Context: an optimization exercise on an open-source flow, tuned for small area, a short achievable clock period and few clock cycles per item. The choices shown serve that exercise and are no tape-out recipe.
The RTL was checked by simulation tests, not by an equivalence proof against the original design.
Power is estimated from default activity; no workload was simulated.

[design/flow/config.mk]
export PLATFORM = sky130hd
export DESIGN_NAME = PROCESSOR
export DESIGN_NICKNAME = PROCESSOR
export VERILOG_FILES = /design/flow/design.v
export SDC_FILE = /design/flow/constraint.sdc
export NUM_CORES = 4
export LEC_CHECK = 0
export CAP_MARGIN = 20
export CORE_MARGIN = 2
export CORE_UTILIZATION = 40
export SLEW_MARGIN = 20
[design/flow/design.v]
module REG32(
    iClk,
    nRst, iEn,
    iD, oQ
);
input wire iClk, nRst, iEn;
input wire [31:0] iD;
output reg [31:0] oQ;
always@(posedge iClk or negedge nRst)
begin
    if(!nRst) oQ <= 32'd0;
    else begin
        if(iEn) oQ <= iD;
    end
end
endmodule
module registers(
    iClk, nRst, iWrite,
    iAddrA, iAddrB, iAddrC,
    oRegA, oRegB, iRegC
);
input wire iClk, nRst, iWrite;
input wire [4:0] iAddrA, iAddrB, iAddrC;
output reg [31:0] oRegA, oRegB;
input wire [31:0] iRegC;
reg [32*32-1:32] rf;    
reg [31:1] vld;
wire [31:1] we;
wire [31:1] selA, selB;
genvar g;
generate
    for (g = 1; g < 32; g = g + 1) begin : dec
        assign we[g]   = iWrite && (iAddrC == g);
        assign selA[g] = vld[g] && (iAddrA == g);
        assign selB[g] = vld[g] && (iAddrB == g);
    end
endgenerate
integer k;
always @* begin
    oRegA = 32'd0;
    oRegB = 32'd0;
    for (k = 1; k < 32; k = k + 1) begin
        oRegA = oRegA | ({32{selA[k]}} & rf[k*32 +: 32]);
        oRegB = oRegB | ({32{selB[k]}} & rf[k*32 +: 32]);
    end
end
always @(posedge iClk) begin
    for (k = 1; k < 32; k = k + 1)
        if (we[k]) rf[k*32 +: 32] <= iRegC;
end
always @(posedge iClk or negedge nRst) begin
    if (!nRst) vld <= 31'd0;
    else vld <= vld | we;
end
endmodule
module ALU(
    iSub,
    iRegA, iRegB,
    oRegC
);
input  wire        iSub;
input  wire [31:0] iRegA, iRegB;
output wire [31:0] oRegC;
assign oRegC = iRegA + (iRegB ^ {32{iSub}}) + {31'd0, iSub};
endmodule
module PROCESSOR (
    iClk, nRst, iRDY,
    oMemAddr, oMemData,
    iMemData,
    oMemWrite, oMemRead
);
input wire iClk, nRst, iRDY;
output wire [31:0] oMemAddr, oMemData;
input wire  [31:0] iMemData;
output wire        oMemWrite, oMemRead;
reg        mcyc;       
reg        mst;        
reg [4:0]  db;         
reg [1:0]  pfm;        
reg [31:0] r1;         
wire [31:0] fa;        
wire [31:0] ins  = iMemData;
wire [4:0]  fA   = ins[31:27];
wire [4:0]  fB   = ins[26:22];
wire [4:0]  fC   = ins[21:17];
wire [10:0] opx  = ins[16:6];
wire [5:0]  op   = ins[5:0];
wire [31:0] imm  = {{16{ins[21]}}, ins[21:6]};
wire [31:0] imm26 = {6'd0, ins[31:6]};
wire i_addi = (op == 6'h04);
wire i_ldw  = (op == 6'h17);
wire i_stw  = (op == 6'h15);
wire i_br   = (op == 6'h06);
wire i_beq  = (op == 6'h26);
wire i_blt  = (op == 6'h16);
wire i_call = (op == 6'h00);
wire i_rt   = (op == 6'h3A);
wire x_add  = i_rt && (opx == 11'h620);
wire x_sub  = i_rt && (opx == 11'h720);
wire x_ret  = i_rt && (opx == 11'h0A0);
wire [31:0] ra, rb;
wire        rf_we;
wire [4:0]  rf_wa;
wire [31:0] rf_wd;
registers regs(
    .iClk(iClk), .nRst(nRst), .iWrite(rf_we),
    .iAddrA(fA), .iAddrB(mcyc ? db : fB), .iAddrC(rf_wa),
    .oRegA(ra), .oRegB(rb), .iRegC(rf_wd)
);
wire [31:0] pf = (pfm == 2'd1) ? fa :
                 (pfm == 2'd2) ? r1 :
                 fa + 32'd4;
wire [31:0] sum;
ALU alu(.iSub(x_sub), .iRegA(ra), .iRegB(i_rt ? rb : imm), .oRegC(sum));
wire taken = i_br || (i_beq && (ra == imm)) || (i_blt && (ra < rb));
wire [31:0] fa_nx = i_call ? imm26 :
                    taken  ? pf + imm :
                    pf;
wire fwr = i_addi || x_add || x_sub || i_call;
assign rf_we = iRDY && (mcyc ? !mst : fwr);
assign rf_wa = mcyc   ? db :
               i_rt   ? fC :
               i_call ? 5'd31 :
               fB;
assign rf_wd = mcyc   ? iMemData :
               i_call ? pf :
               sum;
wire fen = iRDY && !mcyc;    
REG32 FA(.iClk(iClk), .nRst(nRst), .iEn(fen), .iD(fa_nx), .oQ(fa));
always @(posedge iClk) begin
    if (fen) begin
        r1  <= x_ret ? ra : sum;
        db  <= fB;
        mst <= i_stw;
    end
end
always @(posedge iClk or negedge nRst) begin
    if (!nRst) begin
        mcyc <= 1'b0;
        pfm  <= 2'd1;    
    end else if (iRDY) begin
        if (mcyc) begin
            mcyc <= 1'b0;
        end else begin
            mcyc <= i_ldw || i_stw;
            pfm  <= i_call ? 2'd1 : x_ret ? 2'd2 : 2'd0;
        end
    end
end
assign oMemRead  = !mcyc || !mst;
assign oMemWrite = mcyc && mst;
assign oMemAddr  = mcyc ? r1 : fa;
assign oMemData  = rb;
endmodule
[design/flow/run.sh]
#!/bin/bash
# synth_recipe.tcl (not shown) runs the flow's synth.tcl, then flattens the netlist and writes it again
# the make line also repeats each setting of config.mk as NAME=value (left out here)
make -C /OpenROAD-flow-scripts/flow DESIGN_CONFIG=/design/flow/config.mk WORK_HOME=/design/flow/orfs CLKGATE_MAP_FILE= SYNTH_SCRIPT=/design/flow/synth_recipe.tcl finish
[design/flow/constraint.sdc]
create_clock -name core_clock -period 10.0 [get_ports {iClk}]
set_input_delay 2.0000 -clock core_clock [delete_from_list [all_inputs] [get_ports {iClk}]]
set_output_delay 2.0000 -clock core_clock [all_outputs]
set_load 0.01 [all_outputs]
==> out/qor.yml <==
layout:
  drive_above_1_share_pct: 15.3
  fin_util_pct: 47.0
  final_cell_mix: "edfxtp_1 (1030), a22oi_1 (510), nand3_1 (380)"
  fillers: 12011
  final_common_cell: "edfxtp_1"
  finalNetCount: 4724
  syn_to_final_growth_pct: 16.9
  stdcell_count: 6514
yosys:
  synth_flop_cell: "edfxtp_1"
  yosysTopAreaCell: "edfxtp_1"
  synth.area.mux_share_pct: 2.17
  ys_seq_elements: 1096
  avgSynthCellArea_um2: 12.4
  yosysSeqAreaShare_pct: 60.0
  async_flop_share_pct: 6.02
  synth_compound_area_share_pct: 16.7
  synth-edff-count: 1030
  syn_nets: 4517
  synth_top_area_share_pct: 56.9
  synth_cell_type_count: 93
  netlist_instances: 4388
  ys_warn_count: 3
  synth_fa_ha_area_share_pct: 2.62
  netlist_top_cells_area: "edfxtp_1 (57%), a22oi_1 (7.1%), nand3_1 (3.5%), dfrtp_1 (3.0%), and3_1 (2.3%)"
  synth-xor-area-share_pct: 1.47
  synth_area_um2: 54300
  synth_top_family_by_area: "compound AO/OA/AOI/OAI gates"
  synthSimpleGateAreaFrac_pct: 13.9
place:
  dp.cells: 6256
  place.gp.congestion: 1.01
  portBuffers: 100
  hpwl_um: 185000
clock_network:
  insertion_delay_ns: 0.80
  numCtsBuffers: 114
  ctsHtreeMaxLevel: 3
  ctsRootBufferMaster: "clkbuf_16"
  cts_buffer_depth: 3
  clk_pin_slew_ns: 0.06
  post_cts_resize_count: 0
  post_cts_buffers: 0
  clkSinkCount: 1096
  ctsHoldBuffers: 0
  cts_tree: "done"
global_routing:
  grt_start_max_net_pins: 67
  grt-ovfl-total: 0
  grt_pass1_wl_um: 394000
  antenna_found_initial: 30
  globalRouteTotalUtil_pct: 41.9
  grt_pass1_vias: 45448
critical_path:
  startpoint_type: "input port"
  r2r_setup_slack_ns: 2.03
  cp_max_fo: 31
  r2r-end: "regs.rf[603]"
  end_kind: "register"
  worstReg2RegStart: "mcyc"
  worst_r2r_path_depth: 20
  arrival_ns: 9.47
  path_class: "input port to register"
  worstPathRequired_ns: 10.48
power_and_ir_drop:
  leakage_nw: 22.9
  ir_drop_uv: 164
  p_per_area_nw_per_um2: 195
  finalPower_mw: 12.4
floorplanning:
  ios: 101
  dieArea_um2: 139000
  initial_core_util_pct: 40.2
  die-height_um: 373
  rows: 135
  chipWidth_um: 373
  fp.coreArea_um2: 135000
drt:
  wirelength_um: 299000
  dr.pass1.iters: 17
  vias: 50747
  routedWlPerCell_um: 45.9
  drc: 0
  viasPerCell: 7.79
  drt_iter0_markers: 12656
  ant_nets: 0
timing:
  period_needed_ns: 8.99
  report.final.slew_viol_count: 0
  setup_viol: 0
  fin_skew_ns: 0.0369
  fmax_ghz: 0.111
  finalCritPeriodShare_pct: 89.9
  setup_tns_ns: 0
  maxSlewHeadroom_pct: 11.9
  rsz0062_at_grt: "no"
  worstMarginPinSlew_ns: 1.32
  finalHoldViolations: 0
hold_path:
  hold_depth: 2
  min_to: "regs.vld[9]"
  hp-start: "regs.vld[9]"
  hold_path.class: "register to register"
status:
  status: "no timing/DRC/antenna violations"
flow_run:
  max_cap_violations: 0
## critical path, stage by stage
cell	delay, ns
clkdlybuf4s50_1	0.71
buf_4	0.23
nand4b_1	0.38
nand2_1	0.25
and3_2	0.84
buf_4	0.48
buf_4	0.32
a22oi_1	0.11
nand3_1	0.11
or4_1	0.54
o21ai_0	0.22
xnor2_1	0.34
ha_1	0.36
nand2_1	0.12
nor2_1	0.05
a211oi_1	0.46
and3_1	0.30
nand2_1	0.07
nand2_1	0.10
a211oi_2	0.07
o21a_1	0.22
o21ai_0	0.22
a21oi_1	0.17
o21ai_4	0.70
## cell families after synthesis
group / count (synthesis)
compound gates: 1198
simple gates: 1367
xor+xnor: 91
mux: 111
flops: 1096
fa+ha+maj: 117
buf+inv: 408
## sequential cells by signal (all words and copies together), names as in the netlist
signal and flops:
regs.rf 992, FA.oQ 32, r1 32, regs.vld 31
db 5, pfm 2, mcyc 1, mst 1
## cells in the mapped netlist (all sizes together) (7+ instances only)
cell,count
a2111oi,57
a211oi,20
a21o,49
a21oi,87
a221oi,87
a222oi,91
a22o,56
a22oi,511
a31oi,15
and2,39
and3,200
and3b,20
buf,98
clkbuf,219
dfrtp,65
edfxtp,1030
ha,92
inv,91
maj3,23
mux2,55
mux2i,56
nand2,185
nand2b,23
nand3,380
nand3b,7
nand4,152
nand4b,12
nor2,154
nor2b,13
nor3,26
nor3b,15
nor4,25
nor4bb,9
o211ai,10
o21a,16
o21ai,133
or2,18
or3,14
or4,45
xnor2,64
xor2,27
## area by class of cell
cell class | instances | area [um2] | area share (%)
Multi-Input combinational cell | 2884 | 20900 | 32.9
Antenna cell | 41 | 103 | 0.162
Clock inverter | 82 | 915 | 1.44
Timing Repair Buffer | 408 | 3510 | 5.53
Tap cell | 1781 | 2230 | 3.51
Sequential cell | 1096 | 32600 | 51.3
Clock buffer | 131 | 2960 | 4.66
Inverter | 91 | 342 | 0.538
## where the power goes
part	total, mW	switching, mW	internal, mW
Sequential	5.58	0.100	5.48
Combinational	2.25	1.51	0.735
Clock	4.53	1.95	2.58
Total	12.4	3.56	8.79
## through the flow
| step | instance area [um2] | setup WS [ns] | hold WS (ns) |
|---|---|---|---|
| 2_1_floorplan | 54300 | 1.35 | 0.442 |
| 3_3_place_gp | 59400 | 0.244 | 0.500 |
| 3_5_place_dp | 59400 | 0.215 | 0.521 |
| 4_1_cts | 63300 | 0.977 | 0.534 |
| 5_1_grt | 63400 | 1.02 | 0.570 |
| 6_report | 63500 | 1.01 | 0.534 |
## per-layer routing
metal | global-route usage (%) | part of all wire [%] | vias to the layer above
met3 | 22.5 | 18 | 1802
li1 | - | - | 18397
met1 | 50.9 | 33 | 24588
met2 | 56.6 | 39 | 5940
met4 | 28.5 | 9.0 | 20
met5 | 0.839 | 0.14 | -
## worst max path at each step
stage	to	slack, ns	depth (start not counted)	start
3_3_place_gp	regs.rf[123]	0.24	21	iMemData[24]
2_1_floorplan	regs.rf[1020]	1.35	24	iMemData[24]
4_1_cts	regs.rf[603]	0.98	21	iMemData[25]
6_report	regs.rf[603]	1.01	24	iMemData[24]
5_1_grt	regs.rf[603]	1.02	21	iMemData[24]
3_5_place_dp	regs.rf[123]	0.21	21	iMemData[24]
Testbench counts, summed over its fixed seeds: cycles 72,000, txns 72,000.

## separate check: timing with driven ports
How much do the figures lean on ideal ports? The routed layout below was timed once more, with nothing changed but the port constraints.
Step 1 sets driving cells, clkbuf_16 on the clock port and buf_2 on the other inputs (assumed; they add their load-dependent delay and slew).
Step 2 also shifts input and output timing later by t, the mid clock arrival at the registers, as if the neighbouring blocks saw the same clock.
Slacks: ideal ports / drivers / drivers and shift; pairs: ideal ports / drivers.
shift t [ns]: 0.859
setup WS [ns]: 1.009 / 1.025 / 0.199
worst setup path after step 2: input to register
latest minus earliest clock arrival (ns): 0.037 / 0.037
After both steps setup and hold are still met in this run. The setup slack of this run moves by +0.016 ns with the drivers and by -0.810 ns with both steps.
